This is an optimization exercise on Yosys and OpenROAD, whose aim is small area, a short achievable clock period and few clock cycles, not a production implementation. Where RTL was checked, it was by simulation tests only, not by an equivalence proof against the original.

## run a
## sdiv_op
module sdiv_op #(parameter INPUTS = 2,
		parameter OUTPUTS = 1,
		parameter DATA_IN_SIZE = 32,
		parameter DATA_OUT_SIZE = 32)
		(
		input clk,
		input rst,
		input [INPUTS * (DATA_IN_SIZE)- 1 : 0]data_in_bus,
		input [INPUTS - 1 : 0]valid_in_bus,
		output [INPUTS - 1 : 0] ready_in_bus,
		output [OUTPUTS * (DATA_OUT_SIZE) - 1 : 0]data_out_bus,
		output [OUTPUTS - 1 : 0]valid_out_bus,
		input [OUTPUTS - 1 : 0] ready_out_bus
);
Settings: LEC_CHECK=0, CAP_MARGIN=20, CORE_MARGIN=2, CORE_UTILIZATION=45, PLACE_DENSITY=0.6, SETUP_SLACK_MARGIN=2.4, SLEW_MARGIN=20, SYNTH_HIERARCHICAL=1; clock period 5.0 ns.
standard.sh (not shown) runs the stock make flow with config.mk's settings and CLKGATE_MAP_FILE= SYNTH_SCRIPT=/design/flow/synth_recipe.tcl, a recipe that flattens the netlist after the stock synthesis.
==> flow/flow/run.sh <==
#!/bin/bash
# The standard layout, with small plain buffers on the ports instead of the
# delay cells buffer_ports picks by default. Every port still gets a buffer.
set -euo pipefail
export BUFFER_PORTS_ARGS="-buffer_cell sky130_fd_sc_hd__buf_2"
bash standard.sh > standard.log 2>&1
Testbench counts of run a, summed over its fixed seeds: cycles 16,327.
Input changes introduced in run b (baseline for comparison: run a):
diff --git a/flow/design.v b/flow/design.v
--- a/flow/design.v
+++ b/flow/design.v
@@ -147,13 +147,45 @@
 	wire [31:0] g0, p0;
 	wire [31:0] g1, p1;
 	wire [31:0] g2, p2;
 	wire [31:0] g3, p3;
 	wire [31:0] g4, p4;
 	wire [31:0] g5, p5;
-	wire [31:0] t = r ^ ~d;
+	wire [31:0] t;
+	sdiv_xnor ut_0 (.a(r[0]), .b(d[0]), .y(t[0]));
+	sdiv_xnor ut_1 (.a(r[1]), .b(d[1]), .y(t[1]));
+	sdiv_xnor ut_2 (.a(r[2]), .b(d[2]), .y(t[2]));
+	sdiv_xnor ut_3 (.a(r[3]), .b(d[3]), .y(t[3]));
+	sdiv_xnor ut_4 (.a(r[4]), .b(d[4]), .y(t[4]));
+	sdiv_xnor ut_5 (.a(r[5]), .b(d[5]), .y(t[5]));
+	sdiv_xnor ut_6 (.a(r[6]), .b(d[6]), .y(t[6]));
+	sdiv_xnor ut_7 (.a(r[7]), .b(d[7]), .y(t[7]));
+	sdiv_xnor ut_8 (.a(r[8]), .b(d[8]), .y(t[8]));
+	sdiv_xnor ut_9 (.a(r[9]), .b(d[9]), .y(t[9]));
+	sdiv_xnor ut_10 (.a(r[10]), .b(d[10]), .y(t[10]));
+	sdiv_xnor ut_11 (.a(r[11]), .b(d[11]), .y(t[11]));
+	sdiv_xnor ut_12 (.a(r[12]), .b(d[12]), .y(t[12]));
+	sdiv_xnor ut_13 (.a(r[13]), .b(d[13]), .y(t[13]));
+	sdiv_xnor ut_14 (.a(r[14]), .b(d[14]), .y(t[14]));
+	sdiv_xnor ut_15 (.a(r[15]), .b(d[15]), .y(t[15]));
+	sdiv_xnor ut_16 (.a(r[16]), .b(d[16]), .y(t[16]));
+	sdiv_xnor ut_17 (.a(r[17]), .b(d[17]), .y(t[17]));
+	sdiv_xnor ut_18 (.a(r[18]), .b(d[18]), .y(t[18]));
+	sdiv_xnor ut_19 (.a(r[19]), .b(d[19]), .y(t[19]));
+	sdiv_xnor ut_20 (.a(r[20]), .b(d[20]), .y(t[20]));
+	sdiv_xnor ut_21 (.a(r[21]), .b(d[21]), .y(t[21]));
+	sdiv_xnor ut_22 (.a(r[22]), .b(d[22]), .y(t[22]));
+	sdiv_xnor ut_23 (.a(r[23]), .b(d[23]), .y(t[23]));
+	sdiv_xnor ut_24 (.a(r[24]), .b(d[24]), .y(t[24]));
+	sdiv_xnor ut_25 (.a(r[25]), .b(d[25]), .y(t[25]));
+	sdiv_xnor ut_26 (.a(r[26]), .b(d[26]), .y(t[26]));
+	sdiv_xnor ut_27 (.a(r[27]), .b(d[27]), .y(t[27]));
+	sdiv_xnor ut_28 (.a(r[28]), .b(d[28]), .y(t[28]));
+	sdiv_xnor ut_29 (.a(r[29]), .b(d[29]), .y(t[29]));
+	sdiv_xnor ut_30 (.a(r[30]), .b(d[30]), .y(t[30]));
+	sdiv_xnor ut_31 (.a(r[31]), .b(d[31]), .y(t[31]));
 	sdiv_pg0c u0_0 (.a(r[0]), .b(d[0]), .c(cin), .gn(g0[0]), .pn(p0[0]));
 	sdiv_pg0 u0_1 (.a(r[1]), .b(d[1]), .gn(g0[1]), .pn(p0[1]));
 	sdiv_pg0 u0_2 (.a(r[2]), .b(d[2]), .gn(g0[2]), .pn(p0[2]));
 	sdiv_pg0 u0_3 (.a(r[3]), .b(d[3]), .gn(g0[3]), .pn(p0[3]));
 	sdiv_pg0 u0_4 (.a(r[4]), .b(d[4]), .gn(g0[4]), .pn(p0[4]));
 	sdiv_pg0 u0_5 (.a(r[5]), .b(d[5]), .gn(g0[5]), .pn(p0[5]));
@@ -355,13 +387,18 @@
 	output        ge
 );
 	wire [4:0] g0, p0;
 	wire [4:0] g1, p1;
 	wire [4:0] g2, p2;
 	wire [4:0] g3, p3;
-	wire [4:0] t = r ^ ~d;
+	wire [4:0] t;
+	sdiv_xnor ut_0 (.a(r[0]), .b(d[0]), .y(t[0]));
+	sdiv_xnor ut_1 (.a(r[1]), .b(d[1]), .y(t[1]));
+	sdiv_xnor ut_2 (.a(r[2]), .b(d[2]), .y(t[2]));
+	sdiv_xnor ut_3 (.a(r[3]), .b(d[3]), .y(t[3]));
+	sdiv_xnor ut_4 (.a(r[4]), .b(d[4]), .y(t[4]));
 	sdiv_pg0c u0_0 (.a(r[0]), .b(d[0]), .c(cin), .gn(g0[0]), .pn(p0[0]));
 	sdiv_pg0 u0_1 (.a(r[1]), .b(d[1]), .gn(g0[1]), .pn(p0[1]));
 	sdiv_pg0 u0_2 (.a(r[2]), .b(d[2]), .gn(g0[2]), .pn(p0[2]));
 	sdiv_pg0 u0_3 (.a(r[3]), .b(d[3]), .gn(g0[3]), .pn(p0[3]));
 	sdiv_pg0 u0_4 (.a(r[4]), .b(d[4]), .gn(g0[4]), .pn(p0[4]));
 	sdiv_inv2 u1_0 (.g(g0[0]), .p(p0[0]), .go(g1[0]), .po(p1[0]));
@@ -388,12 +425,15 @@
 	assign pn = ~(a | ~b);
 endmodule
 module sdiv_pg0 (input a, input b, output gn, output pn);
 	assign gn = ~(a & ~b);
 	assign pn = ~(a | ~b);
 endmodule
+module sdiv_xnor (input a, input b, output y);
+	assign y = a ^ ~b;
+endmodule
 module sdiv_oai (input gh, input ph, input gl, input pl, output go, output po);
 	assign go = ~(gh & (ph | gl));
 	assign po = ~(ph | pl);
 endmodule
 module sdiv_aoi (input gh, input ph, input gl, input pl, output go, output po);
 	assign go = ~(gh | (ph & gl));
@@ -632,9 +672,9 @@
 	input         shf,
 	input  [31:0] dsh,
 	input         div,
 	input  [31:0] d,
 	output [31:0] y
 );
-	wire [31:0] base = div ? {1'b0, d[31:1]} : d;
-	assign y = ld ? ldv : (shf ? dsh : base);
+	wire [31:0] base = ld ? ldv : (div ? {1'b0, d[31:1]} : d);
+	assign y = shf ? dsh : base;
 endmodule
--- outcome ---
Run b | stages: all done | timing, DRC, antenna: all pass. Run a: done, clean on timing, DRC and antenna. Comparing run b and run a, the lower number of tap instances is on run b. Total die area was lower in the run labelled run b. Relative to run a, area after detailed placement decreased by 1.4% in run b. Between run a and run b, multi-input gate count increased. The combined area of all synthesized cells reported for run b is smaller than that of run a by 1.4%. Looking at area growth from synthesis to layout, run b sits 0.84 points lower than run a does. | worst hold margin | higher: run b |. Routed wire length (lower): run b. Of run b and run a, run b shows the lower average wire per cell in the routed design, with run a above it.
Only the layout flow was run in run b; the RTL was not checked for function there.

[separate check: timing with driven ports]
How much do the figures lean on ideal ports? The routed layouts below were timed once more, with nothing changed but the port constraints. Step 1 (the two cells are an assumption about what drives the block):
set clk [get_ports {clk}]
set_driving_cell -lib_cell sky130_fd_sc_hd__clkbuf_16 $clk
set_driving_cell -lib_cell sky130_fd_sc_hd__buf_2 [delete_from_list [all_inputs] $clk]
Step 2 times the ports against the registers' clock, not the clock port: input delays grow and output delays shrink by t, the midpoint of the rising clock arrivals with the driver on. a / b / c = ideal ports / drivers / drivers and shift; a / b = the first two.
run	shift t [ns]	setup WS [ns]	hold slack, ns	worst setup path at the end	worst data-port slew with drivers (ns)
run a	0.472	2.497 / 2.497 / 2.309	0.524 / 0.494 / 0.543	input to register	0.03
run b	0.464	2.424 / 2.424 / 2.282	0.535 / 0.504 / 0.547	input to register	0.03
After both steps every run listed still meets setup and hold. The setup slack of run a, which loses most, moves by 0.000 ns with the drivers and by -0.188 ns with both steps.
